This is an optimization exercise on Yosys and OpenROAD, whose aim is small area, a short achievable clock period and few clock cycles, not a production implementation. RTL that was checked went through simulation tests only; none was proved equivalent to the original. Only the layout flow was run in runs 1 and 3; the RTL was not checked for function there. Power is estimated from default activity; no workload was simulated.

## standard.sh

```bash
#!/bin/bash
# synth_recipe.tcl (not shown) runs the flow's synth.tcl, then flattens the netlist and writes it again
# the make line also repeats each setting of config.mk as NAME=value (left out here)
make -C /OpenROAD-flow-scripts/flow DESIGN_CONFIG=/design/flow/config.mk WORK_HOME=/design/flow/orfs CLKGATE_MAP_FILE= SYNTH_SCRIPT=/design/flow/synth_recipe.tcl "${@:-finish}"
```

## flow/run.sh

```bash
#!/bin/bash
# Standard layout, with the port buffers made from the smallest buffer cell
# and timing repair aimed at a setup slack of 5 ns.
set -euo pipefail
export BUFFER_PORTS_ARGS="-buffer_cell sky130_fd_sc_hd__buf_1"
bash standard.sh SETUP_SLACK_MARGIN=5 finish > standard.log 2>&1
```

## design.v

```verilog
module cordic (
    input  wire        clk,
    input  wire        rst_n,
    input  wire        start,
    input  wire [15:0] x_in,
    input  wire [15:0] y_in,
    input  wire [15:0] z_in,
    output reg         done,
    output wire [15:0] x_out,
    output wire [15:0] y_out,
    output wire [15:0] z_out
);
    reg [15:0] x, y, z;
    reg        busy;
    reg [3:0]  it;            
    wire [3:0] i_x = it, i_y = it, i_z = it;
    function [15:0] add16;
        input [15:0] a, b;
        input ci;
        reg [15:0] p, g, pp, gg;
        begin
            p = a ^ b;
            g = a & b;
            gg = g; pp = p;
            gg[0] = g[0] | (p[0] & ci);
            gg[15] = gg[15] | (pp[15] & gg[14]); pp[15] = pp[15] & pp[14];
            gg[13] = gg[13] | (pp[13] & gg[12]); pp[13] = pp[13] & pp[12];
            gg[11] = gg[11] | (pp[11] & gg[10]); pp[11] = pp[11] & pp[10];
            gg[9] = gg[9] | (pp[9] & gg[8]); pp[9] = pp[9] & pp[8];
            gg[7] = gg[7] | (pp[7] & gg[6]); pp[7] = pp[7] & pp[6];
            gg[5] = gg[5] | (pp[5] & gg[4]); pp[5] = pp[5] & pp[4];
            gg[3] = gg[3] | (pp[3] & gg[2]); pp[3] = pp[3] & pp[2];
            gg[1] = gg[1] | (pp[1] & gg[0]); pp[1] = pp[1] & pp[0];
            gg[15] = gg[15] | (pp[15] & gg[13]); pp[15] = pp[15] & pp[13];
            gg[11] = gg[11] | (pp[11] & gg[9]); pp[11] = pp[11] & pp[9];
            gg[7] = gg[7] | (pp[7] & gg[5]); pp[7] = pp[7] & pp[5];
            gg[3] = gg[3] | (pp[3] & gg[1]); pp[3] = pp[3] & pp[1];
            gg[15] = gg[15] | (pp[15] & gg[11]); pp[15] = pp[15] & pp[11];
            gg[7] = gg[7] | (pp[7] & gg[3]); pp[7] = pp[7] & pp[3];
            gg[15] = gg[15] | (pp[15] & gg[7]); pp[15] = pp[15] & pp[7];
            gg[11] = gg[11] | (pp[11] & gg[7]); pp[11] = pp[11] & pp[7];
            gg[13] = gg[13] | (pp[13] & gg[11]); pp[13] = pp[13] & pp[11];
            gg[9] = gg[9] | (pp[9] & gg[7]); pp[9] = pp[9] & pp[7];
            gg[5] = gg[5] | (pp[5] & gg[3]); pp[5] = pp[5] & pp[3];
            gg[14] = gg[14] | (pp[14] & gg[13]); pp[14] = pp[14] & pp[13];
            gg[12] = gg[12] | (pp[12] & gg[11]); pp[12] = pp[12] & pp[11];
            gg[10] = gg[10] | (pp[10] & gg[9]); pp[10] = pp[10] & pp[9];
            gg[8] = gg[8] | (pp[8] & gg[7]); pp[8] = pp[8] & pp[7];
            gg[6] = gg[6] | (pp[6] & gg[5]); pp[6] = pp[6] & pp[5];
            gg[4] = gg[4] | (pp[4] & gg[3]); pp[4] = pp[4] & pp[3];
            gg[2] = gg[2] | (pp[2] & gg[1]); pp[2] = pp[2] & pp[1];
            add16 = p ^ {gg[14:0], ci};
        end
    endfunction
    function [15:0] zadd;
        input [3:0] i;
        input neg;
        begin
            case ({neg, i})
                {1'b0, 4'd0}: zadd = 16'he000;   
                {1'b1, 4'd0}: zadd = 16'h2000;   
                {1'b0, 4'd1}: zadd = 16'hed1c;   
                {1'b1, 4'd1}: zadd = 16'h12e4;   
                {1'b0, 4'd2}: zadd = 16'hf605;   
                {1'b1, 4'd2}: zadd = 16'h09fb;   
                {1'b0, 4'd3}: zadd = 16'hfaef;   
                {1'b1, 4'd3}: zadd = 16'h0511;   
                {1'b0, 4'd4}: zadd = 16'hfd75;   
                {1'b1, 4'd4}: zadd = 16'h028b;   
                {1'b0, 4'd5}: zadd = 16'hfeba;   
                {1'b1, 4'd5}: zadd = 16'h0146;   
                {1'b0, 4'd6}: zadd = 16'hff5d;   
                {1'b1, 4'd6}: zadd = 16'h00a3;   
                {1'b0, 4'd7}: zadd = 16'hffaf;   
                {1'b1, 4'd7}: zadd = 16'h0051;   
                {1'b0, 4'd8}: zadd = 16'hffd7;   
                {1'b1, 4'd8}: zadd = 16'h0029;   
                {1'b0, 4'd9}: zadd = 16'hffec;   
                {1'b1, 4'd9}: zadd = 16'h0014;   
                {1'b0, 4'd10}: zadd = 16'hfff6;   
                {1'b1, 4'd10}: zadd = 16'h000a;   
                {1'b0, 4'd11}: zadd = 16'hfffb;   
                {1'b1, 4'd11}: zadd = 16'h0005;   
                default: zadd = 16'h0000;
            endcase
        end
    endfunction
    function [15:0] shr;
        input [15:0] v;
        input [3:0] s;
        begin
            shr = $signed(v) >>> s;
        end
    endfunction
    wire        neg = z[15];
    wire [15:0] xs  = shr(x, i_x);
    wire [15:0] ys  = shr(y, i_y);
    wire [15:0] xn  = add16(x, neg ? ys : ~ys, ~neg);
    wire [15:0] yn  = add16(y, neg ? ~xs : xs, neg);
    wire [15:0] zn  = add16(z, zadd(i_z, neg), 1'b0);
    always @(posedge clk) begin
        if (start) begin
            x <= x_in;
            y <= y_in;
            z <= z_in;
        end else begin
            x <= xn;
            y <= yn;
            z <= zn;
        end
    end
    always @(posedge clk) begin
        if (start) it <= 4'd0;
        else       it <= it + 4'd1;
    end
    wire last = it == 4'd11;
    always @(posedge clk or negedge rst_n) begin
        if (!rst_n) begin
            busy <= 1'b0;
            done <= 1'b0;
        end else begin
            done <= busy && last;
            if (start)     busy <= 1'b1;
            else if (last) busy <= 1'b0;
        end
    end
    assign x_out = x;
    assign y_out = y;
    assign z_out = z;
endmodule
```

## config.mk

```make
export PLATFORM = sky130hd
export DESIGN_NAME = cordic
export DESIGN_NICKNAME = cordic
export VERILOG_FILES = /design/flow/design.v
export SDC_FILE = /design/flow/constraint.sdc
export NUM_CORES = 4
export LEC_CHECK = 0
export CAP_MARGIN = 20
export CORE_MARGIN = 2
export CORE_UTILIZATION = 40
export SLEW_MARGIN = 20
```

## constraint.sdc

```tcl
create_clock -name core_clock -period 10.0 [get_ports {clk}]
set_input_delay 2.0000 -clock core_clock [delete_from_list [all_inputs] [get_ports {clk}]]
set_output_delay 2.0000 -clock core_clock [all_outputs]
set_load 0.01 [all_outputs]
```

==> results of run 1 <==
-- layout by cell type, fill, tap and decap left out, drive strengths merged, types with 3 or more instances in the layout --
cell type	instances
ha	45
a21boi	3
a31oi	7
xnor2	46
buf	104
mux2i	17
nor3	8
nand2b	8
fa	24
a211oi	6
or3	3
clkbuf	8
a21oi	40
nand2	83
inv	23
xor2	8
mux2	34
nor2	28
a21o	8
nor2b	9
mux4	17
clkinvlp	3
o22ai	7
o21ai	78
o211ai	5
dfxtp	52
o311a	3
o21a	3
-- worst paths after layout --
path,depth (start not counted),end,from
hold reg to reg,2,busy,busy
min in group asynchronous,1,done,rst_n
hold / removal,2,busy,busy
max in group asynchronous,1,busy,rst_n
setup / recovery,13,x[10],it[2]
setup reg to reg,13,x[10],it[2]
-- metrics by stage --
step | std cells | area (µm²) | setup slack (ns) | total power [mW]
detailed placement | 880 | 6010 | 5.29 | 2.29
global route | 889 | 6170 | 5.07 | 2.74
finish | 889 | 6170 | 5.35 | 2.45
floorplan | 639 | 5580 | 6.18 | 1.82
global placement | 880 | 6010 | 5.42 | 2.24
CTS | 888 | 6160 | 5.29 | 2.49
-- worst max-delay path: stages (launching register included) --
cell,delay [ns]
dfxtp_2,0.32
buf_4,0.48
clkinvlp_2,0.84
mux2_2,0.53
mux2_2,0.28
xnor2_1,0.13
ha_1,0.21
a21o_1,0.17
a21oi_1,0.18
nand2_1,0.13
a31oi_1,0.30
o21ai_0,0.21
fa_1,0.47
mux2_2,0.26
-- cell type report --
| class | count | area (µm²) | area share |
|---|---|---|---|
| Timing Repair inverter | 1 | 5.00 | 0.000811 |
| Multi-Input combinational cell | 516 | 4180 | 0.677 |
| Timing Repair Buffer | 105 | 418 | 0.0677 |
| Clock buffer | 7 | 143 | 0.0231 |
| Sequential cell | 54 | 1100 | 0.178 |
| Tap cell | 180 | 225 | 0.0365 |
| Clock inverter | 1 | 5.00 | 0.000811 |
| Inverter | 25 | 101 | 0.0164 |
-- state kept, by name (all words and copies together), names as in the netlist --
| register | cells |
|---|---|
| x | 16 |
| y | 16 |
| z | 16 |
| it | 4 |
| busy | 1 |
| done | 1 |
-- per-layer routing --
layer,vias to the layer above,wire length (µm),track usage
li1,2412,-,-
met1,2432,6970,0.272
met2,140,7500,0.360
met3,20,616,0.0290
met4,0,228,0.0582
met5,-,0,0
-- power by group through the flow --
stage	clock network [mW]	registers, mW	logic (mW)
6_report	0.186	0.499	1.77
5_1_grt	0.201	0.517	2.02
4_1_cts	0.193	0.498	1.80
3_5_place_dp	0	0.504	1.78
3_3_place_gp	0	0.500	1.74
2_1_floorplan	0	0.480	1.34
-- what timing repair did --
item | in CTS | in global routing
endpoints found under the hold margin | 0 | 0
resized for setup | 0 | 3
endpoints found under the setup margin | 0 | 1
-- cell families after synthesis --
group,count (synthesis),synth area share
DFF,54,0.196
buffers and inverters,69,0.0554
xor gates and xnor gates,54,0.0848
AOI/OAI and AO/OA,175,0.184
adders and majority gates,69,0.187
and+or+nand+nor,150,0.118
muxes,68,0.175
==> impl_results.rst, run 1 <==
.. list-table::
   :header-rows: 1

   * - Metric
     - Value
   * - Initial standard-cell utilization of the core
     - 0.405
   * - Final setup vio count
     - 0
   * - Antenna-violating nets left
     - 0
   * - Post-synthesis area per instance
     - approximately 8.7 µm²
   * - Core outline area
     - about 14000 µm²
   * - Fin. max-slew vios
     - 0
   * - Run status
     - timing/DRC/antenna clean
   * - Clk pwr share
     - 0.076
   * - Width of the die
     - approximately 120 µm
   * - Worst skew pair latency
     - 0.31 ns
   * - Capturing element type of the critical path
     - register
   * - Die extent in y
     - roughly 120 µm
   * - Vias post-DR
     - between 5000 and 6000
   * - Vias in the first global route
     - around 4900
   * - Final design utilization
     - 0.448
   * - Startpoint type of the worst setup path
     - register
   * - Share of the synthesized area in the top cell type
     - 0.187
   * - Diode count
     - 0
   * - Post-CTS Setup Bufs
     - 0
   * - Max-cap check violation count
     - 0
   * - Slew @ Worst Pin
     - 1.02 ns
   * - Detailed-route vias per instance
     - 5.63
   * - Top Ports
     - 100
   * - Hold Fails Final Rpt
     - 0
   * - Worst path required time
     - 10.21 ns
   * - Buffer depth of the longest clock path
     - 2
   * - Antenna violations before repair
     - 0
   * - Grt total ovfl
     - 0
   * - Cell chosen for the clock root
     - clkbuf_16
   * - Critical path data arrival time
     - slightly below 5 ns
   * - Switching share of power
     - 0.482
   * - # fillers
     - 1407
   * - Hold-fix buffers, CTS
     - 0
   * - Final RePlAce weighted congestion
     - 0.906
   * - Synth Flop Type
     - dfxtp_1
   * - DRC violation count after routing
     - 0
   * - Sequential share of power
     - 0.203
   * - Commonest cells in the netlist
     - nand2_1 (83), o21ai_0 (78), dfxtp_1 (52)
   * - Crit-path max FO
     - 55
   * - CTS tree
     - built
   * - Internal power summed over all cells
     - approximately 1.3 mW
   * - Post-Synthesis Net Count
     - 759
   * - Most common cell in the netlist
     - nand2_1
   * - Half-perimeter wire length after placement
     - between 10000 and 15000 µm
   * - CTS sink cnt
     - between 50 and 60
   * - Maximum number of pins on one net before global-route repair
     - 84
   * - Area of the die
     - 14900 µm²
   * - Yosys warns
     - 1
   * - Cell Pwr Density
     - between 300 and 400 nW/µm²
   * - Share of final-layout standard cells stronger than drive strength 1
     - 0.0917
   * - DRC violation total after the first TritonRoute iteration
     - about 330
   * - Setup repair after global routing missed its margin
     - no
   * - Largest clock skew in the final design
     - 0.00656 ns
   * - Setup TNS after final layout
     - 0 ns
   * - Signed area change from the synthesized netlist to the final layout
     - 10.6%
   * - Number of flops mapped to enable cells by yosys
     - 0
   * - First-pass iteration count of the detailed router
     - 4
   * - Hold WC Path Type
     - reg -> reg
   * - Synth Cell Area
     - around 5600 µm²
   * - Sequential element share of the synthesized area
     - 0.196
   * - Worst hold slack
     - 0.482 ns
   * - Post-layout net count
     - slightly above 800
   * - H-tree Lvls
     - 2
   * - Main area contributors after synthesis
     - dfxtp_1 (19%), ha_1 (10%), fa_1 (8.6%)
   * - Distinct cell type count after synthesis
     - 55
   * - Leakage power of the design
     - around 2.5 nW
   * - Final critical delay including setup and external delays
     - approximately 4.6 ns
   * - Placement Rows
     - 43
   * - Cell type contributing the most total cell area after synthesis
     - dfxtp_1
   * - Proportion of register bits with asynchronous set or reset after synthesis
     - 0.0370
   * - Total CTS buffers
     - 5
   * - Aggregate global-route resource usage
     - 0.209
   * - Portion of total power attributed to combinational logic
     - 0.721
   * - Setup CP Type
     - reg -> reg
   * - Share of the cycle needed by the critical path after routing
     - 0.465
   * - Peak supply drop
     - between 0.1 and 0.15 mV
   * - Avg WL per Cell
     - roughly 17 µm
   * - Count of state elements after synthesis
     - 54
   * - Max Clk Rate
     - ~220 MHz
   * - Final routed wirelength across all metal layers
     - about 15000 µm
   * - First-pass GRT wire length
     - about 25000 µm
   * - Clk pin slew, worst setup/hold paths
     - approximately 0.070 ns
   * - Net switching power figure
     - about 1.2 mW
   * - Max-slew headroom
     - 0.321
   * - Setup slack on the worst flop-to-flop path
     - 5.35 ns
   * - Input/output buffers
     - 99
   * - Instance count of the mapped netlist
     - 639
==> inputs of run 2 (changes only) <==
--- a/design.v
+++ b/design.v
@@ -86,9 +86,9 @@
         end
     endfunction
-    function [15:0] shr;
-        input [15:0] v;
+    function signed [15:0] shr;
+        input signed [15:0] v;
         input [3:0] s;
         begin
-            shr = $signed(v) >>> s;
+            shr = v >>> s;
         end
     endfunction
==> run 2 against run 1 <==
Effect of this change:
- hold slack stayed put
- register-to-register slack hardly changed
- non-clock buffer count stayed put
- cell area stayed put
- first-iteration DRC count stayed put
- via count stayed put
- sequential power hardly changed
- area after synthesis stayed put
- clock power hardly changed
- routed wire length stayed put
- sequential cell count stayed put
- largest cell class unchanged
- highest routed layer unchanged
==> impl_results.rst, run 2 <==
.. list-table::
   :header-rows: 1

   * - Metric
     - Value
   * - Hold WC Path Type
     - reg -> reg
   * - Final setup vio count
     - 0
   * - H-tree Lvls
     - 2
   * - Instance count of the mapped netlist
     - around 640
   * - Top Ports
     - 100
   * - Most used cells in the layout excluding fill and tap cells
     - buf_1 (98), nand2_1 (83), o21ai_0 (78), dfxtp_1 (50), xnor2_1 (46)
   * - Worst Reg2Reg Path Length in Cells
     - 13
   * - Diode count
     - 0
   * - Final routed wirelength across all metal layers
     - ~15000 µm
   * - Proportion of register bits with asynchronous set or reset after synthesis
     - 0.0370
   * - Post-layout net count
     - 828
   * - Placement Rows
     - 43
   * - CTS tree
     - built
   * - Non-filler instance count after layout
     - between 800 and 900
   * - Worst hold slack
     - slightly below 0.5 ns
   * - First-pass iteration count of the detailed router
     - 4
   * - Vias post-DR
     - approximately 5000
   * - Leading cell type in the layout, fill and taps excluded
     - buf_1
   * - Post-synthesis area per instance
     - 8.73 µm²
   * - Final critical delay including setup and external delays
     - about 4.6 ns
   * - Total CTS buffers
     - 5
   * - Setup repair after global routing missed its margin
     - no
   * - Post-Synthesis Net Count
     - roughly 760
   * - Number of buffers and inverters on the critical path
     - 2
   * - Cells traversed along the worst timing path
     - buf_4 > clkinvlp_2 > mux2_2 > mux2_2 > xnor2_1 > ha_1 > a21o_1 > a21oi_1 > nand2_1 > a31oi_1 > o21ai_0 > fa_1 > mux2_2
   * - Max Clk Rate
     - between 200 and 250 MHz
   * - Number of flops mapped to enable cells by yosys
     - 0
   * - Antenna violations before repair
     - 0
   * - Startpoint type of the worst setup path
     - register
   * - Instance count after placement with tap cells included
     - 880
   * - First-pass GRT wire length
     - 24600 µm
   * - Crit path max-delay cell type
     - clkinvlp_2
   * - Setup slack on the worst flop-to-flop path
     - between 5 and 6 ns
   * - Clk pin slew, worst setup/hold paths
     - about 0.070 ns
   * - Cell chosen for the clock root
     - clkbuf_16
   * - Levels on crit path
     - 13
   * - Final design utilization
     - 0.448
   * - Cell Pwr Density
     - approximately 400 nW/µm²
   * - Hold Fails Final Rpt
     - 0
   * - Setup Slack @ Placement
     - 5.29 ns
   * - Distinct cell type count after synthesis
     - between 50 and 60
   * - Setup TNS after final layout
     - 0 ns
   * - Avg WL per Cell
     - 17.2 µm
   * - Vias in the first global route
     - just under 5000
   * - Max-cap check violation count
     - 0
   * - Leakage power of the design
     - roughly 2.5 nW
   * - Input/output buffers
     - 99
   * - Regs by FF count
     - x (16), y (16), z (16)
   * - Capturing element type of the critical path
     - register
   * - Antenna-violating nets left
     - 0
   * - Count of state elements after synthesis
     - between 50 and 60
   * - Source of the critical timing path
     - it[2]
   * - Hold-fix buffers, CTS
     - 0
   * - Core outline area
     - ~14000 µm²
   * - Most frequent cell on the critical path
     - mux2_2
   * - Crit-path max FO
     - 55
   * - Run status
     - timing/DRC/antenna clean
   * - Buffer depth of the longest clock path
     - 2
   * - Maximum number of pins on one net before global-route repair
     - 84
   * - PostCTS Resize Cnt
     - 0
   * - Initial standard-cell utilization of the core
     - 0.405
   * - Slew @ Worst Pin
     - between 1 and 1.5 ns
   * - Fin. max-slew vios
     - 0
   * - Main area contributors after synthesis
     - dfxtp_1 (19%), ha_1 (10%), fa_1 (8.6%)
   * - CP Capture Point
     - x[10]
   * - Worst path required time
     - around 10 ns
   * - Final RePlAce weighted congestion
     - 0.906
   * - Cell class contributing the biggest share of worst-path delay
     - buffers and inverters
   * - CTS sink cnt
     - 54
   * - Width of the die
     - ~120 µm
   * - Most common cell in the netlist
     - nand2_1
   * - Aggregate global-route resource usage
     - 0.209
   * - Post-CTS Setup Bufs
     - 0
   * - Largest clock skew in the final design
     - between 0.006 and 0.007 ns
   * - Share of the synthesized area in the top cell type
     - 0.187
   * - Worst skew pair latency
     - between 0.3 and 0.4 ns
   * - Commonest cells in the netlist
     - nand2_1 (83), o21ai_0 (78), dfxtp_1 (52)
   * - Setup slack after layout
     - around 5.4 ns
   * - Critical path data arrival time
     - 4.85 ns
   * - # fillers
     - ~1400
   * - Signed area change from the synthesized netlist to the final layout
     - 10.6%
   * - Share of final-layout standard cells stronger than drive strength 1
     - 0.0917
   * - Share of the cycle needed by the critical path after routing
     - 0.465
   * - Half-perimeter wire length after placement
     - about 11000 µm
   * - Synth Cell Area
     - between 5000 and 6000 µm²
   * - DRC violation count after routing
     - 0
   * - Setup CP Type
     - reg -> reg
   * - Worst stage delay on the critical path
     - approximately 0.84 ns
   * - Sequential element share of the synthesized area
     - 0.196
   * - Yosys warns
     - 1
   * - Grt total ovfl
     - 0
   * - Crit Reg-Reg Startpoint
     - it[2]
   * - Synth Flop Type
     - dfxtp_1
   * - Die extent in y
     - approximately 120 µm
   * - Peak supply drop
     - approximately 0.13 mV
   * - Area of the die
     - ~15000 µm²
   * - Detailed-route vias per instance
     - roughly 5.6
   * - DRC violation total after the first TritonRoute iteration
     - 333
   * - Max-slew headroom
     - 0.321
   * - Cell type contributing the most total cell area after synthesis
     - dfxtp_1
   * - Endpoint of the most critical register-to-register path
     - x[10]
-- run 2: area by class of cell --
type                    count  area, µm²  share of cell area
repair inverters            1       5.00            0.000811
inverters                  25        101              0.0164
well taps                 180        225              0.0365
repair buffers            105        418              0.0677
clock buffers               7        143              0.0231
flip-flops and latches     54       1100               0.178
clock inverters             1       5.00            0.000811
multi-input cells         516       4180               0.677
-- run 2: where the power goes --
part / leakage, nW / internal (mW) / switching, mW / total (mW)
registers: 0.461 / 0.329 / 0.170 / 0.499
clock network: 0.0739 / 0.0998 / 0.0861 / 0.186
logic: 1.92 / 0.841 / 0.927 / 1.77
-- run 2: worst min path at each step --
stage	end	slack, ns	from	cells past startpoint
final	busy	0.48	busy	2
after CTS	busy	0.49	busy	2
after floorplan	busy	0.44	busy	2
after global routing	busy	0.53	busy	2
after global placement	busy	0.46	busy	2
after detailed placement	busy	0.47	busy	2
-- run 2: metrics by stage --
| step | area [µm²] | power (mW) |
|---|---|---|
| 2_1_floorplan | 5580 | 1.82 |
| 6_report | 6170 | 2.45 |
| 5_1_grt | 6170 | 2.74 |
| 3_5_place_dp | 6010 | 2.29 |
| 4_1_cts | 6160 | 2.49 |
| 3_3_place_gp | 6010 | 2.24 |
-- run 2: layer usage --
layer,share of wire,track usage,vias up,wire [µm]
met1,0.46,0.272,2432,6970
met4,0.015,0.0582,0,228
met3,0.040,0.0290,20,616
met5,0,0,-,0
met2,0.49,0.360,140,7500
li1,-,-,2412,-
-- run 2: logic make-up after synthesis --
kind of cell             Yosys count  share of synthesized area
buffers and inverters             69                     0.0554
AND/OR/NAND/NOR                  150                      0.118
multiplexers                      68                      0.175
flip-flops                        54                      0.196
adder cells (fa/ha/maj)           69                      0.187
XOR/XNOR                          54                     0.0848
AO/OA/AOI/OAI                    175                      0.184
-- run 2: worst min-delay path, delay by kind of cell, from the launching register on --
kind,cells,cell delay (ns)
flip-flops,1,0.34
AND/OR/NAND/NOR,2,0.11
Testbench counts of run 2, summed over its fixed seeds: cycles 12,488.
==> inputs of run 3 (changes only) <==
--- a/design.v
+++ b/design.v
@@ -86,9 +86,9 @@
         end
     endfunction
-    function signed [15:0] shr;
-        input signed [15:0] v;
+    function [15:0] shr;
+        input [15:0] v;
         input [3:0] s;
         begin
-            shr = v >>> s;
+            shr = $signed(v) >>> s;
         end
     endfunction
==> flow/run.sh (replaced) <==
#!/bin/bash
# Standard layout, with the port buffers made from the smallest buffer cell
# and timing repair aimed at a setup slack of 0 ns.
set -euo pipefail
export BUFFER_PORTS_ARGS="-buffer_cell sky130_fd_sc_hd__buf_1"
bash standard.sh SETUP_SLACK_MARGIN=0 finish > standard.log 2>&1
==> run 3 against run 2 <==
Effect of this change:
- hold slack about the same
- routed wire length fell by 0.84%
- core utilization decreased by 0.11 points
- global-route usage unchanged
- maximum frequency down 0.61%
- still clean on timing, DRC and antenna
- critical endpoint unchanged
- sequential share of layout area about the same
- critical path depth stayed put
- clock skew increased by 0.00090 ns
- first-iteration DRC count shrank 11%
- non-clock buffer count unchanged
==> impl_results.rst, run 3 <==
.. list-table::
   :header-rows: 1

   * - Metric
     - Value
   * - Run status
     - timing/DRC/antenna clean
   * - Hold Fails Final Rpt
     - 0
   * - Cell Pwr Density
     - ~400 nW/µm²
   * - Buffer depth of the longest clock path
     - 2
   * - Commonest cells in the netlist
     - nand2_1 (83), o21ai_0 (78), dfxtp_1 (52)
   * - Avg WL per Cell
     - between 15 and 20 µm
   * - PostCTS Resize Cnt
     - 0
   * - Signed area change from the synthesized netlist to the final layout
     - 10.4%
   * - # fillers
     - 1408
   * - Cells traversed along the worst timing path
     - buf_4 > mux4_1 > mux2_2 > mux2_4 > xnor2_1 > ha_1 > nor2b_1 > o2111ai_1 > nand2_1 > a31oi_1 > o21ai_0 > fa_1 > mux2_2
   * - Hold-fix buffers, CTS
     - 0
   * - Grt total ovfl
     - 0
   * - Proportion of register bits with asynchronous set or reset after synthesis
     - 0.0370
   * - Area of the die
     - between 10000 and 15000 µm²
   * - Largest clock skew in the final design
     - between 0.007 and 0.008 ns
   * - Final critical delay including setup and external delays
     - roughly 4.7 ns
   * - Half-perimeter wire length after placement
     - ~11000 µm
   * - Setup CP Type
     - reg -> reg
   * - Final design utilization
     - 0.447
   * - Post-layout net count
     - between 800 and 900
   * - Yosys warns
     - 1
   * - Regs by FF count
     - x (16), y (16), z (16)
   * - Width of the die
     - 122 µm
   * - Maximum number of pins on one net before global-route repair
     - between 80 and 90
   * - Aggregate global-route resource usage
     - 0.209
   * - Cell chosen for the clock root
     - clkbuf_16
   * - Worst stage delay on the critical path
     - 0.75 ns
   * - Number of flops mapped to enable cells by yosys
     - 0
   * - CTS tree
     - built
   * - Distinct cell type count after synthesis
     - 55
   * - First-pass GRT wire length
     - 24600 µm
   * - Synth Flop Type
     - dfxtp_1
   * - Total CTS buffers
     - 5
   * - CTS sink cnt
     - 54
   * - Startpoint type of the worst setup path
     - register
   * - Fin. max-slew vios
     - 0
   * - Vias post-DR
     - slightly below 5000
   * - Instance count after placement with tap cells included
     - 880
   * - Max Clk Rate
     - roughly 210 MHz
   * - Slew @ Worst Pin
     - between 1 and 1.5 ns
   * - Capturing element type of the critical path
     - register
   * - Area used by multi-input combinational logic
     - about 4200 µm²
   * - Setup TNS after final layout
     - 0 ns
   * - Final setup vio count
     - 0
   * - Non-filler instance count after layout
     - roughly 890
   * - Final RePlAce weighted congestion
     - just over 0.9
   * - Worst hold slack
     - between 0.4 and 0.5 ns
   * - Max-slew headroom
     - 0.319
   * - Post-Synthesis Net Count
     - about 760
   * - Count of state elements after synthesis
     - 54
   * - Worst skew pair latency
     - a little over 0.3 ns
   * - Hold WC Path Type
     - reg -> reg
   * - H-tree Lvls
     - 2
   * - Synth Cell Area
     - 5580 µm²
   * - Most used cells in the layout excluding fill and tap cells
     - buf_1 (98), nand2_1 (83), o21ai_0 (78), dfxtp_1 (50), xnor2_1 (46)
   * - Antenna-violating nets left
     - 0
   * - Reg area
     - 1090 µm²
   * - Cell type contributing the most total cell area after synthesis
     - dfxtp_1
   * - Crit-path max FO
     - 29
   * - Leakage power of the design
     - 2.46 nW
   * - Diode count
     - 0
   * - Die extent in y
     - 122 µm
   * - Peak supply drop
     - between 0.1 and 0.15 mV
   * - Most frequent cell on the critical path
     - mux2_2
   * - Antenna violations before repair
     - 0
   * - Post-synthesis area per instance
     - approximately 8.7 µm²
   * - Clk pin slew, worst setup/hold paths
     - roughly 0.07 ns
   * - Main area contributors after synthesis
     - dfxtp_1 (19%), ha_1 (10%), fa_1 (8.6%)
   * - Max-cap check violation count
     - 0
   * - DRC violation count after routing
     - 0
   * - Post-CTS Setup Bufs
     - 0
   * - Placement Rows
     - between 40 and 50
   * - Worst path required time
     - 10.21 ns
   * - Most common cell in the netlist
     - nand2_1
   * - Leading cell type in the layout, fill and taps excluded
     - buf_1
   * - Sequential element share of the synthesized area
     - 0.196
   * - DRC violation total after the first TritonRoute iteration
     - a little under 300
   * - Share of the cycle needed by the critical path after routing
     - 0.467
   * - Top Ports
     - 100
   * - Share of the synthesized area in the top cell type
     - 0.187
   * - Crit path max-delay cell type
     - dfxtp_2
   * - Final routed wirelength across all metal layers
     - around 15000 µm
   * - Core outline area
     - ~14000 µm²
   * - Input/output buffers
     - around 100
   * - Share of final-layout standard cells stronger than drive strength 1
     - 0.0876
   * - Vias in the first global route
     - between 4000 and 5000
   * - Initial standard-cell utilization of the core
     - 0.405
   * - Detailed-route vias per instance
     - around 5.6
   * - First-pass iteration count of the detailed router
     - 5
   * - Critical path data arrival time
     - around 4.9 ns
   * - Instance count of the mapped netlist
     - 639
   * - Setup repair after global routing missed its margin
     - no
## run 3: cell count changes in the layout (fill, tap and decap cells not counted), sizes merged
cell | before | now
inv | 23 | 24
clkinv | 1 | 2
clkinvlp | 3 | 0
## run 3: metal layers
metal	global-route usage	part of all wire
met1	0.272	0.45
met2	0.360	0.50
met3	0.0290	0.043
met4	0.0582	0.015
met5	0	0
## run 3: stage by stage
stage / total power, mW / setup slack (ns) / cell area [µm²]
2_1_floorplan: 1.82 / 6.18 / 5580
3_3_place_gp: 2.24 / 5.42 / 6010
3_5_place_dp: 2.29 / 5.29 / 6010
4_1_cts: 2.49 / 5.29 / 6160
5_1_grt: 2.74 / 4.91 / 6160
6_report: 2.45 / 5.33 / 6160
## run 3: kinds of logic (layout without fill, tap and decap cells)
family	count (synthesis)	count (layout)	synth area share
AND/OR/NAND/NOR	150	150	0.118
multiplexers	68	68	0.175
adder cells (fa/ha/maj)	69	69	0.187
buffers and inverters	69	138	0.0554
XOR/XNOR	54	54	0.0848
AO/OA/AOI/OAI	175	175	0.184
flip-flops	54	54	0.196
## run 3: final cells by class
cell class / instances / area share
timing repair buffer: 105 / 0.0679
sequential: 54 / 0.178
tap: 180 / 0.0366
clock inverter: 1 / 0.000813
clock buffer: 7 / 0.0232
inverter: 25 / 0.0152
multi-input combinational: 516 / 0.679
## run 3: critical path: cells and delay by family, from the launching register on
kind	cells	cell delay [ns]
xor+xnor	1	0.23
buf+inv	1	0.41
flops	1	0.75
fa+ha+maj	2	0.74
mux	4	1.39
simple gates	2	0.29
compound gates	3	0.72
## run 3: worst paths after layout
path | from | endpoint | slack, ns | depth (start not counted)
max | it[0] | x[10] | 5.33 | 13
min | busy | busy | 0.48 | 2
max reg2reg | it[0] | x[10] | 5.33 | 13
min reg2reg | busy | busy | 0.48 | 2
max in group asynchronous | rst_n | busy | 8.41 | 1
min in group asynchronous | rst_n | done | 1.46 | 1
## run 3: where the power goes
group	switching [mW]	total [mW]	internal, mW
combinational	0.925	1.77	0.841
sequential	0.170	0.498	0.329
clock	0.0863	0.186	0.0998
==> inputs of run 4 (changes only) <==
--- a/design.v
+++ b/design.v
@@ -13,6 +13,8 @@
     reg [15:0] x, y, z;
     reg        busy;
-    reg [3:0]  it;            
-    wire [3:0] i_x = it, i_y = it, i_z = it;
+    reg [3:0]  ia, ib;
+    wire [3:0] i_x = ia;
+    wire [3:0] i_y = ~ib;
+    wire [3:0] i_z = ia;
     function [15:0] add16;
         input [15:0] a, b;
@@ -86,9 +88,9 @@
         end
     endfunction
-    function [15:0] shr;
-        input [15:0] v;
+    function signed [15:0] shr;
+        input signed [15:0] v;
         input [3:0] s;
         begin
-            shr = $signed(v) >>> s;
+            shr = v >>> s;
         end
     endfunction
@@ -111,8 +113,13 @@
     end
     always @(posedge clk) begin
-        if (start) it <= 4'd0;
-        else       it <= it + 4'd1;
+        if (start) begin
+            ia <= 4'd0;
+            ib <= 4'd15;
+        end else begin
+            ia <= ia + 4'd1;
+            ib <= ib - 4'd1;
+        end
     end
-    wire last = it == 4'd11;
+    wire last = ia == 4'd11;
     always @(posedge clk or negedge rst_n) begin
         if (!rst_n) begin
==> flow/run.sh (replaced) <==
#!/bin/bash
# Standard layout, with the port buffers made from the smallest buffer cell
# and timing repair aimed at a setup slack of 5 ns.
set -euo pipefail
export BUFFER_PORTS_ARGS="-buffer_cell sky130_fd_sc_hd__buf_1"
bash standard.sh SETUP_SLACK_MARGIN=5 finish > standard.log 2>&1
==> run 4 against run 3 <==
Effect of this change:
- combinational power grew 2%
- hold slack got worse by 0.011 ns
- synthesized cell count down 1.6%
- cell count shrank 0.34%
- global-route usage decreased by 0.71 points
- routed wire length fell by 4.8%
- critical path type unchanged
- largest cell class unchanged
- largest power group unchanged
- highest routed layer unchanged
==> impl_results.rst, run 4 <==
.. list-table::
   :header-rows: 1

   * - Metric
     - Value
   * - Net switching power figure
     - about 1.2 mW
   * - Post-layout net count
     - between 800 and 900
   * - Worst Reg2Reg Path Length in Cells
     - 13
   * - Worst skew pair latency
     - about 0.34 ns
   * - Vias in the first global route
     - 4777
   * - Distinct cell type count after synthesis
     - 52
   * - Top Ports
     - 100
   * - Total CTS buffers
     - 9
   * - Post-synthesis area per instance
     - approximately 9.0 µm²
   * - Cell chosen for the clock root
     - clkbuf_16
   * - Hold-fix buffers, CTS
     - 0
   * - Number of flops mapped to enable cells by yosys
     - 0
   * - Vias post-DR
     - ~4800
   * - Main area contributors after synthesis
     - dfxtp_1 (20%), ha_1 (10%), fa_1 (8.5%)
   * - Proportion of register bits with asynchronous set or reset after synthesis
     - 0.0345
   * - Setup slack on the worst flop-to-flop path
     - roughly 5.4 ns
   * - Commonest cells in the netlist
     - nand2_1 (70), o21ai_0 (68), dfxtp_1 (56)
   * - Final design utilization
     - 0.462
   * - Instance count of the mapped netlist
     - ~630
   * - Run status
     - timing/DRC/antenna clean
   * - Grt total ovfl
     - 0
   * - First-pass iteration count of the detailed router
     - 6
   * - Capturing element type of the critical path
     - register
   * - Startpoint type of the worst setup path
     - register
   * - Portion of total power attributed to combinational logic
     - 0.690
   * - Diode count
     - 0
   * - Setup slack after layout
     - around 5.4 ns
   * - Setup repair after global routing missed its margin
     - no
   * - Signed area change from the synthesized netlist to the final layout
     - 12.8%
   * - Worst path required time
     - approximately 10 ns
   * - Internal power summed over all cells
     - around 1.4 mW
   * - Setup TNS after final layout
     - 0 ns
   * - Count of state elements after synthesis
     - just under 60
   * - Die extent in y
     - 123 µm
   * - Largest clock skew in the final design
     - around 0.0075 ns
   * - Crit-path max FO
     - 21
   * - Worst hold slack
     - around 0.47 ns
   * - Synth Flop Type
     - dfxtp_1
   * - DRC violation total after the first TritonRoute iteration
     - 280
   * - Half-perimeter wire length after placement
     - approximately 11000 µm
   * - Core outline area
     - 13800 µm²
   * - Setup CP Type
     - reg -> reg
   * - PostCTS Resize Cnt
     - 1
   * - Fin. max-slew vios
     - 0
   * - H-tree Lvls
     - 3
   * - DRC violation count after routing
     - 0
   * - Buffer depth of the longest clock path
     - 2
   * - Leading cell type in the layout, fill and taps excluded
     - buf_1
   * - Final RePlAce weighted congestion
     - 0.908
   * - Total power draw
     - 2.62 mW
   * - Final setup vio count
     - 0
   * - Sequential share of power
     - 0.198
   * - Post-Synthesis Net Count
     - 750
   * - Antenna violations before repair
     - 0
   * - Slew @ Worst Pin
     - approximately 1 ns
   * - Initial standard-cell utilization of the core
     - 0.409
   * - Share of final-layout standard cells stronger than drive strength 1
     - 0.0851
   * - # fillers
     - ~1400
   * - Switching share of power
     - 0.470
   * - Width of the die
     - about 120 µm
   * - Source of the critical timing path
     - ib[0]
   * - Maximum number of pins on one net before global-route repair
     - just over 90
   * - Avg WL per Cell
     - around 16 µm
   * - Antenna-violating nets left
     - 0
   * - Cell type contributing the most total cell area after synthesis
     - dfxtp_1
   * - Detailed-route vias per instance
     - 5.48
   * - Most common cell in the netlist
     - nand2_1
   * - Post-CTS Setup Bufs
     - 0
   * - Max Clk Rate
     - 217 MHz
   * - Max-cap check violation count
     - 0
   * - CTS sink cnt
     - 58
   * - Crit Reg-Reg Startpoint
     - ib[0]
   * - Placement Rows
     - 43
   * - Hold WC Path Type
     - reg -> reg
   * - Share of the cycle needed by the critical path after routing
     - 0.460
   * - Peak supply drop
     - roughly 0.15 mV
   * - CTS tree
     - built
   * - Final routed wirelength across all metal layers
     - ~14000 µm
   * - Synth Cell Area
     - 5660 µm²
   * - Final critical delay including setup and external delays
     - 4.60 ns
   * - Leakage power of the design
     - between 2 and 3 nW
   * - Cell Pwr Density
     - roughly 410 nW/µm²
   * - Most used cells in the layout excluding fill and tap cells
     - buf_1 (98), nand2_1 (70), o21ai_0 (68), dfxtp_1 (55), xnor2_1 (50)
   * - Clk pwr share
     - 0.113
   * - Yosys warns
     - 1
   * - Aggregate global-route resource usage
     - 0.202
   * - Max-slew headroom
     - 0.345
   * - CP Capture Point
     - x[15]
   * - Setup Slack @ Placement
     - approximately 4.9 ns
   * - Sequential element share of the synthesized area
     - 0.207
   * - Endpoint of the most critical register-to-register path
     - x[15]
   * - Clk pin slew, worst setup/hold paths
     - ~0.05 ns
   * - Input/output buffers
     - a little under 100
   * - Share of the synthesized area in the top cell type
     - 0.198
   * - Area of the die
     - 15100 µm²
   * - First-pass GRT wire length
     - roughly 24000 µm
   * - Regs by FF count
     - x (16), y (16), z (16)
   * - Critical path data arrival time
     - approximately 4.9 ns
   * - Hold Fails Final Rpt
     - 0
run 4: cell types whose count changed after synthesis, moves of 6 or more:
cell / previous run / this run
mux2_2: 31 / 23
clkbuf_1: 20 / 26
mux2i_1: 17 / 39
o21ai_0: 78 / 68
nand2_1: 83 / 70
run 4: stage by stage:
stage                     area [µm²]  std cells
after floorplan                 5660        629
after global placement          6100        869
after detailed placement        6100        869
after CTS                       6380        885
after global routing            6380        885
final                           6380        885
run 4: layout make-up:
type	count	area (µm²)	area share
Inverter	29	109	0.0171
Tap cell	180	225	0.0353
Timing Repair Buffer	104	410	0.0643
Sequential cell	58	1170	0.184
Clock buffer	14	274	0.0429
Multi-Input combinational cell	498	4180	0.655
Clock inverter	2	10.0	0.00157
run 4: worst min-delay path by stage:
stage,from,to,cells past startpoint
floorplan,busy,busy,1
global placement,busy,busy,1
detailed placement,busy,busy,1
CTS,busy,busy,1
global route,busy,busy,1
finish,busy,busy,1
run 4: routing by layer:
metal / wire length [µm] / GRT usage / up-vias
li1: - / - / 2383
met1: 6270 / 0.249 / 2320
met2: 7230 / 0.352 / 124
met3: 646 / 0.0346 / 20
met4: 311 / 0.0746 / 0
met5: 0 / 0 / -
run 4: cells by family after synthesis:
group                    count (synthesis)  synth area share
flip-flops                              58             0.207
AO/OA/AOI/OAI                          163             0.172
multiplexers                            81             0.192
AND/OR/NAND/NOR                        125            0.0966
adder cells (fa/ha/maj)                 70             0.187
buffers and inverters                   73            0.0544
XOR/XNOR                                59            0.0913
run 4: worst max-delay path, stage by stage (launching register included):
cell and delay, ns:
dfxtp_1 0.96, mux2_2 0.45, mux4_2 0.49, o221ai_2 0.26, o21ai_0 0.16, fa_1 0.44, nor2b_1 0.16, o2111ai_1 0.16
a211oi_1 0.29, nor3_1 0.12, o21a_1 0.22, fa_1 0.46, xor2_1 0.18, o21ai_0 0.17
run 4: power by group through the flow:
stage / Combinational [mW] / Sequential, mW / Clock, mW
after global placement: 1.76 / 0.513 / 0
after global routing: 2.05 / 0.539 / 0.312
final: 1.81 / 0.518 / 0.295
after CTS: 1.83 / 0.517 / 0.303
after floorplan: 1.35 / 0.499 / 0
after detailed placement: 1.81 / 0.522 / 0
Testbench counts of run 4, summed over its fixed seeds: cycles 12,488.
==> inputs of run 5 (changes only) <==
==> flow/run.sh (replaced) <==
#!/bin/bash
# Standard layout, with the port buffers made from the smallest buffer cell
# and timing repair aimed at a setup slack of 5.5 ns.
set -euo pipefail
export BUFFER_PORTS_ARGS="-buffer_cell sky130_fd_sc_hd__buf_1"
bash standard.sh SETUP_SLACK_MARGIN=5.5 finish > standard.log 2>&1
==> run 5 against run 4 <==
Effect of this change:
- cell area up 0.47%
- sequential power about the same
- area after synthesis unchanged
- critical path depth up 1
- combinational power about the same
- clock skew about the same
- non-clock buffer count unchanged
- die area unchanged
- register-to-register slack better by 0.44 ns
- largest cell class unchanged
==> impl_results.rst, run 5 <==
.. list-table::
   :header-rows: 1

   * - Metric
     - Value
   * - Die extent in y
     - ~120 µm
   * - Final routed wirelength across all metal layers
     - between 10000 and 15000 µm
   * - H-tree Lvls
     - 3
   * - Number of flops mapped to enable cells by yosys
     - 0
   * - CP Capture Point
     - y[10]
   * - Setup slack after layout
     - roughly 6 ns
   * - Antenna-violating nets left
     - 0
   * - Sequential element share of the synthesized area
     - 0.207
   * - Final RePlAce weighted congestion
     - a little over 0.9
   * - Top Ports
     - 100
   * - CTS tree
     - built
   * - Post-layout net count
     - approximately 800
   * - Fin. max-slew vios
     - 0
   * - Max Clk Rate
     - roughly 240 MHz
   * - Share of the cycle needed by the critical path after routing
     - 0.416
   * - Placement Rows
     - 43
   * - Grt total ovfl
     - 0
   * - Crit Reg-Reg Startpoint
     - ia[2]
   * - Synth Cell Area
     - around 5700 µm²
   * - Share of final-layout standard cells stronger than drive strength 1
     - 0.0921
   * - Slew @ Worst Pin
     - between 0.8 and 0.9 ns
   * - Setup Slack @ Placement
     - a little under 5 ns
   * - Width of the die
     - roughly 120 µm
   * - Max-slew headroom
     - 0.443
   * - Regs by FF count
     - x (16), y (16), z (16)
   * - M3 GR Usage
     - 0.0346
   * - Half-perimeter wire length after placement
     - around 11000 µm
   * - Cell type contributing the most total cell area after synthesis
     - dfxtp_1
   * - Peak supply drop
     - ~0.15 mV
   * - Core outline area
     - roughly 14000 µm²
   * - Share of the synthesized area in the top cell type
     - 0.198
   * - Most used cells in the layout excluding fill and tap cells
     - buf_1 (98), nand2_1 (70), o21ai_0 (67), dfxtp_1 (53), xnor2_1 (50)
   * - Leading cell type in the layout, fill and taps excluded
     - buf_1
   * - Input/output buffers
     - slightly below 100
   * - Main area contributors after synthesis
     - dfxtp_1 (20%), ha_1 (10%), fa_1 (8.5%)
   * - Startpoint type of the worst setup path
     - register
   * - Synth Flop Type
     - dfxtp_1
   * - Setup slack on the worst flop-to-flop path
     - 5.84 ns
   * - DRC violation total after the first TritonRoute iteration
     - 240
   * - Total power draw
     - 2.63 mW
   * - Hold Fails Final Rpt
     - 0
   * - Cell chosen for the clock root
     - clkbuf_16
   * - # fillers
     - around 1400
   * - Vias in the first global route
     - 4777
   * - Count of state elements after synthesis
     - 58
   * - Proportion of register bits with asynchronous set or reset after synthesis
     - 0.0345
   * - Aggregate global-route resource usage
     - 0.202
   * - Instance count of the mapped netlist
     - 629
   * - Final setup vio count
     - 0
   * - Crit-path max FO
     - 44
   * - Run status
     - timing/DRC/antenna clean
   * - Worst Reg2Reg Path Length in Cells
     - 14
   * - Diode count
     - 0
   * - Worst Min Path Start
     - busy
   * - Distinct cell type count after synthesis
     - 52
   * - Endpoint of the most critical register-to-register path
     - y[10]
   * - Initial standard-cell utilization of the core
     - 0.409
   * - Capturing element type of the critical path
     - register
   * - Area of the die
     - 15100 µm²
   * - Setup CP Type
     - reg -> reg
   * - Setup TNS after final layout
     - 0 ns
   * - Antenna violations before repair
     - 0
   * - Vias post-DR
     - roughly 4900
   * - Most crowded layer after global routing
     - met2
   * - Cell Pwr Density
     - just over 400 nW/µm²
   * - Global routing usage on met2
     - 0.352
   * - Source of the critical timing path
     - ia[2]
   * - Leakage power of the design
     - 2.64 nW
   * - Total CTS buffers
     - 9
   * - First-pass iteration count of the detailed router
     - 7
   * - Critical path data arrival time
     - 4.39 ns
   * - Buffer depth of the longest clock path
     - 2
   * - Signed area change from the synthesized netlist to the final layout
     - 13.3%
   * - Final critical delay including setup and external delays
     - a little over 4 ns
   * - Maximum number of pins on one net before global-route repair
     - 92
   * - Post-Synthesis Net Count
     - 750
   * - Reg area
     - around 1200 µm²
   * - Global-route track usage on met1
     - 0.249
   * - Clk pin slew, worst setup/hold paths
     - 0.05 ns
   * - Final design utilization
     - 0.464
   * - Area used by multi-input combinational logic
     - around 4200 µm²
   * - CTS sink cnt
     - 58
   * - Commonest cells in the netlist
     - nand2_1 (70), o21ai_0 (68), dfxtp_1 (56)
   * - Hold WC Path Type
     - reg -> reg
   * - Most common cell in the netlist
     - nand2_1
   * - First-pass GRT wire length
     - 23600 µm
   * - Setup repair after global routing missed its margin
     - no
   * - Avg WL per Cell
     - about 16 µm
   * - DRC violation count after routing
     - 0
   * - Worst path required time
     - approximately 10 ns
   * - Largest clock skew in the final design
     - about 0.0072 ns
   * - Post-synthesis area per instance
     - roughly 9 µm²
   * - Max-cap check violation count
     - 0
   * - Detailed-route vias per instance
     - between 5 and 6
   * - Worst skew pair latency
     - roughly 0.34 ns
   * - Yosys warns
     - 1
## run 5: cell counts after synthesis
No cell type changed its count.
## run 5: stage by stage
step | cells | instance area, µm² | hold slack, ns
finish | 886 | 6410 | 0.472
global route | 886 | 6410 | 0.505
CTS | 885 | 6380 | 0.473
detailed placement | 869 | 6100 | 0.461
global placement | 869 | 6100 | 0.456
floorplan | 629 | 5660 | 0.442
## run 5: per-layer routing
| layer | vias to the layer above | share of wire |
|---|---|---|
| met3 | 20 | 0.040 |
| met1 | 2324 | 0.44 |
| met5 | - | 0 |
| met2 | 120 | 0.50 |
| met4 | 0 | 0.021 |
| li1 | 2388 | - |
## run 5: power by group
group / total [mW] / internal [mW] / switching, mW
clock: 0.296 / 0.187 / 0.109
sequential: 0.517 / 0.348 / 0.169
combinational: 1.82 / 0.855 / 0.961
total: 2.63 / 1.39 / 1.24
## run 5: cell families after synthesis
group | count (synthesis) | synth area share
buffers and inverters | 73 | 0.0544
flip-flops | 58 | 0.207
XOR/XNOR | 59 | 0.0913
adder cells (fa/ha/maj) | 70 | 0.187
AO/OA/AOI/OAI | 163 | 0.172
AND/OR/NAND/NOR | 125 | 0.0966
multiplexers | 81 | 0.192
## run 5: area by class of cell
type / instances / area share
multi-input cells: 498 / 0.653
clock inverters: 2 / 0.00156
repair buffers: 104 / 0.0652
clock buffers: 14 / 0.0427
repair inverters: 1 / 0.000780
inverters: 29 / 0.0176
flip-flops and latches: 58 / 0.184
well taps: 180 / 0.0351
## run 5: worst min-delay path by stage
| stage | to | cells after the start |
|---|---|---|
| after floorplan | busy | 1 |
| after global placement | busy | 1 |
| after detailed placement | busy | 1 |
| after CTS | busy | 1 |
| after global routing | busy | 1 |
| final | busy | 1 |
## run 5: worst max-delay path, cell delays in order, from the launching register on
cell,delay [ns]
dfxtp_1,0.33
buf_6,0.30
mux4_2,0.56
mux2i_1,0.29
a221oi_2,0.16
nor2_1,0.12
a21oi_1,0.07
fa_1,0.44
nor2b_1,0.21
o2111ai_1,0.18
nand2_1,0.15
a31oi_1,0.15
o21ai_0,0.31
fa_1,0.48
mux2_2,0.27
## run 5: repair_timing
action / CTS / global route
endpoints found under the setup margin: 16 / 13
setup buffers: 0 / 0
cloned: 0 / 1
hold buffers: 0 / 0
gates resized for setup: 2 / 8
==> inputs of run 6 (changes only) <==
==> flow/run.sh (replaced) <==
#!/bin/bash
# Standard layout, with the port buffers made from the smallest buffer cell
# and timing repair aimed at a setup slack of 6.5 ns.
set -euo pipefail
export BUFFER_PORTS_ARGS="-buffer_cell sky130_fd_sc_hd__buf_1"
bash standard.sh SETUP_SLACK_MARGIN=6.5 finish > standard.log 2>&1
==> run 6 against run 5 <==
Effect of this change:
- still clean
- cell count grew 7.0%
- via count grew 6.7%
- non-clock buffer count grew 61
- area after synthesis is the same
- routed wire length grew 12%
- hold slack gained 0.0022 ns
- synthesized cell count is the same
- sequential power grew 2%
- total power grew 17%
- critical path type unchanged
==> impl_results.rst, run 6 <==
.. list-table::
   :header-rows: 1

   * - Metric
     - Value
   * - Source of the critical timing path
     - ib[0]
   * - Critical path data arrival time
     - 3.85 ns
   * - Cell Pwr Density
     - 415 nW/µm²
   * - Net switching power figure
     - between 1 and 1.5 mW
   * - Fin. max-slew vios
     - 0
   * - Global-route track usage on met1
     - 0.269
   * - Max-slew headroom
     - 0.440
   * - Maximum number of pins on one net before global-route repair
     - 92
   * - Final routed wirelength across all metal layers
     - 16300 µm
   * - Most used cells in the layout excluding fill and tap cells
     - buf_1 (98), nand2_1 (68), o21ai_0 (54), dfxtp_1 (49), xnor2_1 (46)
   * - Largest clock skew in the final design
     - 0.0119 ns
   * - Detailed-route vias per instance
     - approximately 5.5
   * - Share of final-layout standard cells stronger than drive strength 1
     - 0.267
   * - Antenna violations before repair
     - 0
   * - Non-filler instance count after layout
     - between 900 and 1000
   * - Worst skew pair latency
     - approximately 0.35 ns
   * - Final setup vio count
     - 0
   * - CTS sink cnt
     - slightly below 60
   * - Post-layout net count
     - between 800 and 900
   * - Switching share of power
     - 0.466
   * - Core outline area
     - between 10000 and 15000 µm²
   * - Peak supply drop
     - 0.164 mV
   * - Most common cell in the netlist
     - nand2_1
   * - Antenna-violating nets left
     - 0
   * - # fillers
     - 1260
   * - Setup Slack @ Placement
     - approximately 5.7 ns
   * - Aggregate global-route resource usage
     - 0.219
   * - First-pass GRT wire length
     - around 26000 µm
   * - Sequential share of power
     - 0.171
   * - Crit Reg-Reg Startpoint
     - ib[0]
   * - Hold Fails Final Rpt
     - 0
   * - Slew @ Worst Pin
     - about 0.84 ns
   * - Startpoint type of the worst setup path
     - register
   * - Die extent in y
     - about 120 µm
   * - Most crowded layer after global routing
     - met2
   * - Top Ports
     - 100
   * - Half-perimeter wire length after placement
     - around 11000 µm
   * - Global routing usage on met2
     - 0.376
   * - Post-synthesis area per instance
     - 9.00 µm²
   * - Vias in the first global route
     - about 5200
   * - Main area contributors after synthesis
     - dfxtp_1 (20%), ha_1 (10%), fa_1 (8.5%)
   * - Hold-fix buffers, CTS
     - 0
   * - Clk pwr share
     - 0.092
   * - Initial standard-cell utilization of the core
     - 0.409
   * - Crit-path max FO
     - 7
   * - Setup TNS after final layout
     - 0 ns
   * - Final RePlAce weighted congestion
     - approximately 0.94
   * - Worst Min Path Start
     - busy
   * - Hold WC Path Type
     - reg -> reg
   * - Instance count after placement with tap cells included
     - 868
   * - Leading cell type in the layout, fill and taps excluded
     - buf_1
   * - Total CTS buffers
     - 9
   * - Commonest cells in the netlist
     - nand2_1 (70), o21ai_0 (68), dfxtp_1 (56)
   * - Distinct cell type count after synthesis
     - between 50 and 60
   * - Run status
     - timing/DRC/antenna clean
   * - Count of state elements after synthesis
     - between 50 and 60
   * - Instance count of the mapped netlist
     - 629
   * - Capturing element type of the critical path
     - register
   * - Worst hold slack
     - ~0.47 ns
   * - Depth of the worst hold-timing path
     - 1
   * - Cell type contributing the most total cell area after synthesis
     - dfxtp_1
   * - Synth Cell Area
     - 5660 µm²
   * - Buffer depth of the longest clock path
     - 2
   * - Cell chosen for the clock root
     - clkbuf_16
   * - Placement Rows
     - 43
   * - Share of the synthesized area in the top cell type
     - 0.198
   * - Max Clk Rate
     - roughly 270 MHz
   * - Proportion of register bits with asynchronous set or reset after synthesis
     - 0.0345
   * - Regs by FF count
     - x (16), y (16), z (16)
   * - Setup slack after layout
     - around 6.3 ns
   * - First-pass iteration count of the detailed router
     - 7
   * - M3 GR Usage
     - 0.0374
   * - Max-cap check violation count
     - 0
   * - Yosys warns
     - 1
   * - Number of flops mapped to enable cells by yosys
     - 0
   * - Setup repair after global routing missed its margin
     - yes
   * - Final critical delay including setup and external delays
     - ~3.7 ns
   * - Area of the die
     - ~15000 µm²
   * - CTS tree
     - built
   * - Diode count
     - 0
   * - Worst path required time
     - slightly above 10 ns
   * - Portion of total power attributed to combinational logic
     - 0.737
   * - Sequential element share of the synthesized area
     - 0.207
   * - Share of the cycle needed by the critical path after routing
     - 0.365
   * - Avg WL per Cell
     - approximately 17 µm
   * - Width of the die
     - between 100 and 150 µm
   * - Grt total ovfl
     - 0
   * - H-tree Lvls
     - 3
   * - Worst Reg2Reg Path Length in Cells
     - 13
   * - Vias post-DR
     - just over 5000
   * - Setup CP Type
     - reg -> reg
   * - DRC violation total after the first TritonRoute iteration
     - about 310
   * - Leakage power of the design
     - roughly 3.0 nW
   * - Post-Synthesis Net Count
     - 750
   * - DRC violation count after routing
     - 0
   * - Input/output buffers
     - 99
   * - Internal power summed over all cells
     - roughly 1.6 mW
   * - Synth Flop Type
     - dfxtp_1
   * - Signed area change from the synthesized netlist to the final layout
     - 31.3%
   * - Clk pin slew, worst setup/hold paths
     - about 0.05 ns
==> run 6: power groups by stage <==
stage / combinational, mW / sequential, mW / clock, mW
final: 2.28 / 0.527 / 0.284
after global routing: 2.53 / 0.547 / 0.299
after CTS: 2.07 / 0.522 / 0.289
after detailed placement: 1.83 / 0.532 / 0
after global placement: 1.78 / 0.523 / 0
after floorplan: 1.38 / 0.500 / 0
==> run 6: routing by layer <==
layer | part of all wire | up-vias
met5 | 0 | -
met4 | 0.037 | 0
met3 | 0.046 | 44
li1 | - | 2506
met1 | 0.43 | 2456
met2 | 0.48 | 171
==> run 6: critical path, stage by stage (launching register included) <==
cell and delay [ns]:
dfxtp_4 0.40, buf_6 0.15, mux4_2 0.52, or3b_4 0.40
o221ai_4 0.08, o21ai_2 0.09, fa_2 0.42, nor2b_4 0.15
o2111ai_4 0.14, a211oi_2 0.26, nor3_2 0.08, o21a_1 0.20
fa_2 0.54, o21ai_1 0.07
==> run 6: final timing paths <==
check                      slack (ns)  endpoint
setup reg to reg                 6.35     x[14]
setup / recovery                 6.35     x[14]
min in group asynchronous        1.43      busy
max in group asynchronous        8.45      done
hold reg to reg                  0.47      busy
hold / removal                   0.47      busy
==> run 6: logic make-up after synthesis <==
family,synth area share
AO/OA/AOI/OAI,0.172
AND/OR/NAND/NOR,0.0966
multiplexers,0.192
buffers and inverters,0.0544
adder cells (fa/ha/maj),0.187
XOR/XNOR,0.0913
flip-flops,0.207
==> run 6: per-stage QoR <==
stage          instance area, µm²  total power [mW]   util
2_1_floorplan                5710              1.88      -
3_3_place_gp                 6130              2.30  0.443
3_5_place_dp                 6130              2.36  0.443
4_1_cts                      7010              2.88  0.507
5_1_grt                      7430              3.38  0.538
6_report                     7430              3.09  0.538
==> run 6: cell type report <==
type | count | area, µm² | share of cell area
inverters | 29 | 131 | 0.0177
multi-input cells | 498 | 4590 | 0.618
flip-flops and latches | 58 | 1190 | 0.160
repair buffers | 165 | 1020 | 0.137
well taps | 180 | 225 | 0.0303
clock buffers | 13 | 250 | 0.0337
repair inverters | 2 | 12.5 | 0.00168
clock inverters | 3 | 15.0 | 0.00202
==> run 6: timing repair <==
item / in CTS / in global routing
gates resized for setup: 72 / 60
setup buffers: 45 / 16
setup endpoints to repair: 35 / 26
pin swaps: 22 / 37
cloned: 2 / 1
==> inputs of run 7 (changes only) <==
==> flow/run.sh (replaced) <==
#!/bin/bash
# Standard layout, with the port buffers made from the smallest buffer cell
# and timing repair aimed at a setup slack of 7 ns.
set -euo pipefail
export BUFFER_PORTS_ARGS="-buffer_cell sky130_fd_sc_hd__buf_1"
bash standard.sh SETUP_SLACK_MARGIN=7 finish > standard.log 2>&1
==> run 7 against run 6 <==
Effect of this change:
- area after synthesis did not move
- cell count is 2.1% higher
- clock skew fell by 0.0067 ns
- clock power about the same
- synthesized cell count unchanged
- sequential cell count did not move
- critical endpoint is now x[15]
==> impl_results.rst, run 7 <==
.. list-table::
   :header-rows: 1

   * - Metric
     - Value
   * - Run status
     - timing/DRC/antenna clean
   * - Capturing element type of the critical path
     - register
   * - Placed cell area
     - between 6000 and 7000 µm²
   * - Fin. max-slew vios
     - 0
   * - Count of state elements after synthesis
     - 58
   * - Startpoint type of the worst setup path
     - register
   * - Post-synthesis adder-cell area fraction
     - 0.187
   * - Crit Reg-Reg Startpoint
     - ib[0]
   * - Leakage power of the design
     - 3.20 nW
   * - Cell Pwr Density
     - ~410 nW/µm²
   * - Most used cells in the layout excluding fill and tap cells
     - buf_1 (97), nand2_1 (66), buf_4 (59), xnor2_1 (43)
   * - Hold-fix buffers, CTS
     - 0
   * - Commonest cells in the netlist
     - nand2_1 (70), o21ai_0 (68), dfxtp_1 (56)
   * - Setup Slack @ Placement
     - 5.96 ns
   * - Initial standard-cell utilization of the core
     - 0.409
   * - First-pass iteration count of the detailed router
     - 5
   * - Post-Synth XOR/XNOR Area
     - 0.0913
   * - Worst hold slack
     - between 0.4 and 0.5 ns
   * - Share of the synthesized area in the top cell type
     - 0.198
   * - Regs by FF count
     - x (16), y (16), z (16)
   * - Area of the die
     - 15100 µm²
   * - Vias post-DR
     - between 5000 and 6000
   * - Hold Fails Final Rpt
     - 0
   * - Buffer depth of the longest clock path
     - 2
   * - Final design utilization
     - 0.575
   * - Proportion of register bits with asynchronous set or reset after synthesis
     - 0.0345
   * - Max-slew headroom
     - 0.444
   * - Placement Rows
     - between 40 and 50
   * - Worst Min Path Start
     - busy
   * - Post-synthesis area per instance
     - between 9 and 10 µm²
   * - Main area contributors after synthesis
     - dfxtp_1 (20%), ha_1 (10%), fa_1 (8.5%)
   * - Post-layout net count
     - approximately 900
   * - Instance count of the mapped netlist
     - 629
   * - Detailed-route vias per instance
     - 5.54
   * - Final design area excluding fillers
     - 7950 µm²
   * - H-tree Lvls
     - 3
   * - Clk pin slew, worst setup/hold paths
     - roughly 0.050 ns
   * - Sequential element share of the synthesized area
     - 0.207
   * - Cell type contributing the most total cell area after synthesis
     - dfxtp_1
   * - Post-Synthesis Net Count
     - 750
   * - Top Ports
     - 100
   * - Share of the cycle needed by the critical path after routing
     - 0.358
   * - Final RePlAce weighted congestion
     - roughly 0.9
   * - DRC violation total after the first TritonRoute iteration
     - 303
   * - Crit-path max FO
     - 10
   * - Max Clk Rate
     - 279 MHz
   * - Max-cap check violation count
     - 0
   * - Antenna-violating nets left
     - 0
   * - Core outline area
     - approximately 14000 µm²
   * - Die extent in y
     - 123 µm
   * - Antenna violations before repair
     - 0
   * - Most common cell in the netlist
     - nand2_1
   * - Simple logic cell fraction of the synthesized area
     - 0.0966
   * - Setup slack after layout
     - around 6.4 ns
   * - First-pass GRT wire length
     - between 20000 and 30000 µm
   * - Portion of netlist area occupied by mux cells
     - 0.192
   * - Synth Cell Area
     - between 5000 and 6000 µm²
   * - Aggregate global-route resource usage
     - 0.235
   * - Leading cell type in the layout, fill and taps excluded
     - buf_1
   * - Total CTS buffers
     - 9
   * - Final routed wirelength across all metal layers
     - around 17000 µm
   * - Diode count
     - 0
   * - Avg WL per Cell
     - around 18 µm
   * - Critical path data arrival time
     - approximately 3.9 ns
   * - Half-perimeter wire length after placement
     - about 11000 µm
   * - Slew @ Worst Pin
     - between 0.8 and 0.9 ns
   * - Width of the die
     - about 120 µm
   * - Distinct cell type count after synthesis
     - 52
   * - Maximum number of pins on one net before global-route repair
     - 61
   * - CTS tree
     - built
   * - Setup CP Type
     - reg -> reg
   * - Yosys warns
     - 1
   * - DRC violation count after routing
     - 0
   * - Peak supply drop
     - between 0.15 and 0.2 mV
   * - Share of final-layout standard cells stronger than drive strength 1
     - 0.358
   * - Final critical delay including setup and external delays
     - approximately 3.6 ns
   * - Input/output buffers
     - just under 100
   * - Signed area change from the synthesized netlist to the final layout
     - 40.4%
   * - Share of the synthesized area in compound gates (AO/OA/AOI/OAI)
     - 0.172
   * - Source of the critical timing path
     - ib[0]
   * - Worst path required time
     - slightly above 10 ns
   * - CTS sink cnt
     - 58
   * - Hold WC Path Type
     - reg -> reg
   * - Setup TNS after final layout
     - 0 ns
   * - Vias in the first global route
     - about 5600
   * - Synth Flop Type
     - dfxtp_1
   * - Grt total ovfl
     - 0
   * - Final setup vio count
     - 0
   * - Largest clock skew in the final design
     - ~0.0052 ns
   * - Setup repair after global routing missed its margin
     - yes
   * - Main combinational cell family by area after synthesis
     - multiplexers
   * - Number of flops mapped to enable cells by yosys
     - 0
   * - Worst skew pair latency
     - 0.34 ns
   * - Cell chosen for the clock root
     - clkbuf_16
[run 7: final cells by class]
type | count | area [µm²]
timing repair buffer | 186 | 1280
tap | 180 | 225
clock inverter | 3 | 15.0
sequential | 58 | 1220
multi-input combinational | 498 | 4820
fill | 1201 | 5880
clock buffer | 13 | 250
inverter | 29 | 134
timing repair inverter | 1 | 7.51
[run 7: what timing repair did]
item,CTS,global route
buffers inserted,66,13
gates cloned,6,0
gates resized for setup,131,56
setup endpoints to repair,59,51
pin swaps,60,49
[run 7: path summary, 6_finish.rpt]
| kind | end | slack (ns) | depth (start not counted) |
|---|---|---|---|
| min in group asynchronous | busy | 1.43 | 1 |
| min | busy | 0.49 | 1 |
| max reg2reg | x[15] | 6.42 | 16 |
| max | x[15] | 6.42 | 16 |
| max in group asynchronous | done | 8.45 | 1 |
| min reg2reg | busy | 0.49 | 1 |
[run 7: critical path, cell delays in order (launching register included)]
cell	delay, ns
dfxtp_4	0.40
buf_6	0.14
buf_4	0.20
mux2i_2	0.24
mux2i_1	0.13
mux2i_1	0.22
mux2i_1	0.13
xnor2_1	0.19
fa_2	0.37
nor2b_2	0.15
o2111ai_2	0.17
a211oi_2	0.25
nor3_2	0.08
o21a_1	0.21
fa_2	0.35
xor2_1	0.17
o21ai_1	0.12
[run 7: report_power, final]
part	switching [mW]	internal [mW]	total, mW	leakage (nW)
combinational	1.20	1.27	2.47	2.57
sequential	0.184	0.362	0.547	0.497
clock	0.109	0.173	0.282	0.133
total	1.49	1.81	3.30	3.20
[run 7: cell families after synthesis]
group	after synthesis
xor+xnor	59
flops	58
buf+inv	73
mux	81
compound gates	163
fa+ha+maj	70
simple gates	125
[run 7: metrics by stage]
step,total power [mW],instances
after floorplan,1.94,629
after global routing,3.60,968
after global placement,2.36,867
after detailed placement,2.40,867
final,3.30,968
after CTS,3.10,955
[run 7: routing by layer]
layer,up-vias,share of wire,global-route usage
li1,2562,-,-
met1,2568,0.41,0.274
met2,185,0.51,0.418
met3,48,0.055,0.0590
met4,0,0.026,0.0845
met5,-,0,0

-- separate check: timing with driven ports --
How much do the figures lean on ideal ports? The routed layouts below were timed once more, with nothing changed but the port constraints.
Step 1 sets driving cells, clkbuf_16 on the clock port and buf_2 on the other inputs (assumed; they add their load-dependent delay and slew).
Step 2 times the ports against the registers' clock, not the clock port: input delays grow and output delays shrink by t, the midpoint of the rising clock arrivals with the driver on.
a / b / c = ideal ports / drivers / drivers and shift; a / b = the first two.
| run | t, ns | setup WS [ns] | worst setup path at the end | latest minus earliest clock arrival (ns) | worst slew at a driven data input, ns |
|---|---|---|---|---|---|
| run 1 | 0.346 | 5.355 / 5.355 / 5.355 | register to register | 0.006 / 0.007 | 0.03 |
| run 2 | 0.346 | 5.355 / 5.355 / 5.355 | register to register | 0.006 / 0.007 | 0.03 |
| run 3 | 0.347 | 5.327 / 5.327 / 5.327 | register to register | 0.008 / 0.007 | 0.03 |
| run 4 | 0.379 | 5.401 / 5.401 / 5.401 | register to register | 0.008 / 0.008 | 0.04 |
| run 5 | 0.379 | 5.842 / 5.842 / 5.842 | register to register | 0.007 / 0.008 | 0.04 |
| run 6 | 0.385 | 6.345 / 6.345 / 6.345 | register to register | 0.012 / 0.012 | 0.04 |
| run 7 | 0.383 | 6.420 / 6.420 / 6.420 | register to register | 0.006 / 0.005 | 0.04 |
After both steps every run listed still meets setup and hold.
